Context: an optimization exercise on an open-source flow, tuned for small area and a short achievable clock period. The choices shown serve that exercise and are no tape-out recipe.
Power figures rest on the tool's default switching activity, not on a simulated workload.

==> module multi_push_multi_pop_fifo, before the edit <==
module multi_push_multi_pop_fifo
    #(
        parameter DATA_WIDTH = 13,
        parameter FIFO_DEPTH = 19,
        parameter N          = 3,
        parameter NW         = $clog2 (N + 1),
        parameter DW         = DATA_WIDTH
    )
    (
        input  wire                  clk_i,
        input  wire                  rst_i,
        input  wire [NW-1:0]         push_i,
        input  wire [N*DW-1:0]       push_data_i,
        input  wire [NW-1:0]         pop_i,
        output wire [N*DW-1:0]       pop_data_o,
        output wire [NW-1:0]         can_push_o,
        output wire [NW-1:0]         can_pop_o
    );
    localparam RD = FIFO_DEPTH - N;           
    localparam R  = (RD + N - 1) / N;         
    localparam RW = $clog2(R);
    localparam CW = $clog2(FIFO_DEPTH + 1);
    logic [CW-1:0] count_l;
    logic [NW-1:0] can_push_l;
    logic [NW-1:0] can_pop_l;
    logic [DW-1:0] head_l   [N];
    logic [N-1:0]  wr_ph_l;                   
    logic [N-1:0]  rd_ph_l;                   
    logic [RW-1:0] wr_row_l [N];
    logic [RW-1:0] rd_row_l [N];
    logic [DW-1:0] mem_l    [N][R];
    wire  [DW-1:0] pd_w [N];
    for (genvar k = 0; k < N; k++) begin: pd
        assign pd_w[k] = push_data_i[k*DW +: DW];
    end
    wire           do_push_w = (push_i <= can_push_l);
    wire           do_pop_w  = (pop_i  <= can_pop_l );
    wire  [NW-1:0] np_w = do_push_w ? push_i : {NW{1'b0}};
    wire  [NW-1:0] nq_w = do_pop_w  ? pop_i  : {NW{1'b0}};
    logic [N:0]    nq_oh_w;
    logic [2*N-1:0] cnt_oh_w;                 
    logic [2*N:0]  cgt_w;                     
    always_comb begin
        for (int i = 0; i <= N; i++) nq_oh_w[i] = (nq_w == i);
        for (int v = 0; v < 2*N; v++) cnt_oh_w[v] = (count_l == v);
        for (int e = 0; e <= 2*N; e++) cgt_w[e] = (count_l > e);
    end
    wire  [CW-1:0] count_next_w = count_l + np_w - nq_w;
    wire  [CW-1:0] rest_w       = count_l - nq_w;            
    wire  [CW-1:0] ring_cnt_w   = (count_l > N) ? count_l - N : {CW{1'b0}};
    wire  [NW-1:0] ring_pop_w   = (nq_w > ring_cnt_w) ? ring_cnt_w[NW-1:0] : nq_w;
    wire  [NW-1:0] first_w      = (rest_w >= N) ? {NW{1'b0}} : N - rest_w[NW-1:0];
    wire  [NW-1:0] ring_push_w  = (np_w > first_w) ? np_w - first_w : {NW{1'b0}};
    logic [DW-1:0] ring_rd_w [N];             
    logic [DW-1:0] bank_rd_w [N];
    logic [N-1:0]  bank_we_w;
    logic [N-1:0]  bank_re_w;
    logic [DW-1:0] bank_wd_w [N];
    logic [N-1:0]  wr_ph_next_w;
    logic [N-1:0]  rd_ph_next_w;
    logic [DW-1:0] head_next_w [N];
    always_comb begin
        for (int b = 0; b < N; b++) begin
            bank_we_w[b] = 1'b0;
            bank_re_w[b] = 1'b0;
            bank_wd_w[b] = {DW{1'b0}};
            for (int j = 0; j < N; j++) begin
                if (wr_ph_l[(b - j + N) % N]) begin
                    bank_we_w[b] = bank_we_w[b] | (ring_push_w > j);
                    for (int k = 0; k < N; k++)
                        if (first_w + j == k) bank_wd_w[b] = bank_wd_w[b] | pd_w[k];
                end
                if (rd_ph_l[(b - j + N) % N])
                    bank_re_w[b] = bank_re_w[b] | (ring_pop_w > j);
            end
        end
        for (int b = 0; b < N; b++) begin
            wr_ph_next_w[b] = 1'b0;
            rd_ph_next_w[b] = 1'b0;
            for (int k = 0; k < N; k++) begin
                if (ring_push_w == k) wr_ph_next_w[b] = wr_ph_next_w[b] | wr_ph_l[(b - k + N) % N];
                if (ring_pop_w  == k) rd_ph_next_w[b] = rd_ph_next_w[b] | rd_ph_l[(b - k + N) % N];
            end
            if (ring_push_w == N) wr_ph_next_w[b] = wr_ph_l[b];
            if (ring_pop_w  == N) rd_ph_next_w[b] = rd_ph_l[b];
        end
        for (int j = 0; j < N; j++) begin
            ring_rd_w[j] = {DW{1'b0}};
            for (int b = 0; b < N; b++)
                if (rd_ph_l[(b - j + N) % N]) ring_rd_w[j] = ring_rd_w[j] | bank_rd_w[b];
        end
    end
    for (genvar p = 0; p < N; p++) begin: hd
        logic [N:0]   sel_old;                
        logic [N-1:0] sel_new;                
        always_comb begin
            sel_new = {N{1'b0}};
            for (int i = 0; i <= N; i++) begin
                sel_old[i] = nq_oh_w[i] & cgt_w[p + i];
                for (int k = 0; k < N; k++)
                    if (p + i - k >= 0)
                        sel_new[k] = sel_new[k] | (nq_oh_w[i] & cnt_oh_w[p + i - k]);
            end
            head_next_w[p] = {DW{1'b0}};
            for (int i = 0; i <= N; i++)
                head_next_w[p] = head_next_w[p] | ({DW{sel_old[i]}} & ((p + i < N) ? head_l[(p + i) % N] : ring_rd_w[(p + i + N) % N]));
            for (int k = 0; k < N; k++)
                head_next_w[p] = head_next_w[p] | ({DW{sel_new[k]}} & pd_w[k]);
        end
    end
    always_ff @(posedge clk_i)
        if (rst_i) begin
            count_l    <= {CW{1'b0}};
            can_push_l <= N;
            can_pop_l  <= {NW{1'b0}};
            wr_ph_l    <= 1;
            rd_ph_l    <= 1;
        end else begin
            count_l    <= count_next_w;
            can_push_l <= (FIFO_DEPTH - count_next_w < N) ? FIFO_DEPTH - count_next_w : N;
            can_pop_l  <= (count_next_w > N) ? N : count_next_w;
            wr_ph_l    <= wr_ph_next_w;
            rd_ph_l    <= rd_ph_next_w;
        end
    always_ff @(posedge clk_i)
        for (int p = 0; p < N; p++)
            head_l[p] <= head_next_w[p];
    generate
        for (genvar b = 0; b < N; b++) begin: bank
            always_ff @(posedge clk_i)
                if (rst_i) begin
                    wr_row_l[b] <= {RW{1'b0}};
                    rd_row_l[b] <= {RW{1'b0}};
                end else begin
                    if (bank_we_w[b]) wr_row_l[b] <= (wr_row_l[b] == R - 1) ? {RW{1'b0}} : wr_row_l[b] + 1'b1;
                    if (bank_re_w[b]) rd_row_l[b] <= (rd_row_l[b] == R - 1) ? {RW{1'b0}} : rd_row_l[b] + 1'b1;
                end
            for (genvar r = 0; r < R; r++) begin: row
                always_ff @(posedge clk_i)
                    if (bank_we_w[b] && wr_row_l[b] == r)
                        mem_l[b][r] <= bank_wd_w[b];
            end
            assign bank_rd_w[b] = mem_l[b][rd_row_l[b]];
        end
        for (genvar p = 0; p < N; p++) begin: port
            assign pop_data_o[p*DW +: DW] = head_l[p];
        end
    endgenerate
    assign can_push_o = can_push_l;
    assign can_pop_o  = can_pop_l;
endmodule
==> flow/config.mk <==
export PLATFORM = sky130hd
export DESIGN_NAME = multi_push_multi_pop_fifo
export DESIGN_NICKNAME = multi_push_multi_pop_fifo
export VERILOG_FILES = /design/flow/design.v
export SDC_FILE = /design/flow/constraint.sdc
export NUM_CORES = 4
export LEC_CHECK = 0
export CAP_MARGIN = 20
export CORE_MARGIN = 2
export CORE_UTILIZATION = 40
export PLACE_DENSITY = 0.6
export SETUP_SLACK_MARGIN = 3.6
export SLEW_MARGIN = 20
==> flow/constraint.sdc <==
create_clock -name core_clock -period 6.0 [get_ports {clk_i}]
set_input_delay 1.2000 -clock core_clock [delete_from_list [all_inputs] [get_ports {clk_i}]]
set_output_delay 1.2000 -clock core_clock [all_outputs]
set_load 0.01 [all_outputs]
run.sh (not shown) runs the stock make flow with config.mk's settings and CLKGATE_MAP_FILE= SYNTH_SCRIPT=/design/flow/synth_recipe.tcl, a recipe that flattens the netlist after the stock synthesis.
Change:
--- a/flow/design.v
+++ b/flow/design.v
@@ -30,20 +30,6 @@
     logic [RW-1:0] rd_row_l [N];
     logic [DW-1:0] mem_l    [N][R];
-    wire  [DW-1:0] pd_w [N];
-    for (genvar k = 0; k < N; k++) begin: pd
-        assign pd_w[k] = push_data_i[k*DW +: DW];
-    end
-    wire           do_push_w = (push_i <= can_push_l);
-    wire           do_pop_w  = (pop_i  <= can_pop_l );
-    wire  [NW-1:0] np_w = do_push_w ? push_i : {NW{1'b0}};
-    wire  [NW-1:0] nq_w = do_pop_w  ? pop_i  : {NW{1'b0}};
-    logic [N:0]    nq_oh_w;
-    logic [2*N-1:0] cnt_oh_w;                 
-    logic [2*N:0]  cgt_w;                     
-    always_comb begin
-        for (int i = 0; i <= N; i++) nq_oh_w[i] = (nq_w == i);
-        for (int v = 0; v < 2*N; v++) cnt_oh_w[v] = (count_l == v);
-        for (int e = 0; e <= 2*N; e++) cgt_w[e] = (count_l > e);
-    end
+    wire  [NW-1:0] np_w = (push_i <= can_push_l) ? push_i : {NW{1'b0}};
+    wire  [NW-1:0] nq_w = (pop_i  <= can_pop_l ) ? pop_i  : {NW{1'b0}};
     wire  [CW-1:0] count_next_w = count_l + np_w - nq_w;
     wire  [CW-1:0] rest_w       = count_l - nq_w;            
@@ -69,5 +55,5 @@
                     bank_we_w[b] = bank_we_w[b] | (ring_push_w > j);
                     for (int k = 0; k < N; k++)
-                        if (first_w + j == k) bank_wd_w[b] = bank_wd_w[b] | pd_w[k];
+                        if (first_w + j == k) bank_wd_w[b] = bank_wd_w[b] | push_data_i[k*DW +: DW];
                 end
                 if (rd_ph_l[(b - j + N) % N])
@@ -90,21 +76,17 @@
                 if (rd_ph_l[(b - j + N) % N]) ring_rd_w[j] = ring_rd_w[j] | bank_rd_w[b];
         end
-    end
-    for (genvar p = 0; p < N; p++) begin: hd
-        logic [N:0]   sel_old;                
-        logic [N-1:0] sel_new;                
-        always_comb begin
-            sel_new = {N{1'b0}};
+        for (int p = 0; p < N; p++) begin
+            head_next_w[p] = {DW{1'b0}};
             for (int i = 0; i <= N; i++) begin
-                sel_old[i] = nq_oh_w[i] & cgt_w[p + i];
-                for (int k = 0; k < N; k++)
-                    if (p + i - k >= 0)
-                        sel_new[k] = sel_new[k] | (nq_oh_w[i] & cnt_oh_w[p + i - k]);
+                int e;
+                e = p + i;
+                if (nq_w == i) begin
+                    if (e < count_l)
+                        head_next_w[p] = (e < N) ? head_l[e % N] : ring_rd_w[(e - N) % N];
+                    else
+                        for (int k = 0; k < N; k++)
+                            if (e - count_l == k) head_next_w[p] = push_data_i[k*DW +: DW];
+                end
             end
-            head_next_w[p] = {DW{1'b0}};
-            for (int i = 0; i <= N; i++)
-                head_next_w[p] = head_next_w[p] | ({DW{sel_old[i]}} & ((p + i < N) ? head_l[(p + i) % N] : ring_rd_w[(p + i + N) % N]));
-            for (int k = 0; k < N; k++)
-                head_next_w[p] = head_next_w[p] | ({DW{sel_new[k]}} & pd_w[k]);
         end
     end
Outcome:
- final cell count goes up by 26%
- hold slack loses 31 ps
- power climbs by about 20%
- maximum frequency increases by 3.0%
- wire length goes up by 52%
- non-clock buffer count rose by 188
- clock-buffer cell count goes up by 3
- via count went up by 35%
- cell area went up by 22%
- synthesized cell count rises by 25%
Function was not checked in any run of this note: the RTL went through the layout flow alone.

[static timing again, ports no longer ideal]
The results above use ideal ports. As a check the final layouts listed here were re-extracted and re-timed, cells and wires unchanged.
Step 1, drivers: a clkbuf_16 drives clk_i and a buf_2 each remaining input, both assumed.
Step 2 adds t to the input delays and takes it off the output delays; t is the mean of the earliest and latest rising clock arrival at the registers after step 1. Input paths then give back, and output paths get back, about the clock's delay inside the block.
Three values: ideal ports, drivers, drivers and shift; two values: the first two.
run | t (ns) | slack for setup (ns) | worst hold slack (ns) | clock arrival spread, ns | cell pins on the clock port's net
the first run | 0.609 | 1.006 / 1.017 / 0.408 | 0.536 / 0.536 / 0.536 | 0.028 / 0.028 | 1
the second run | 0.633 | 1.151 / 1.169 / 0.536 | 0.505 / 0.505 / 0.505 | 0.039 / 0.039 | 1
After both steps every run listed still meets setup and hold. For the second run, which loses most, drivers alone change the setup slack by +0.018 ns; drivers and shift together by -0.615 ns.
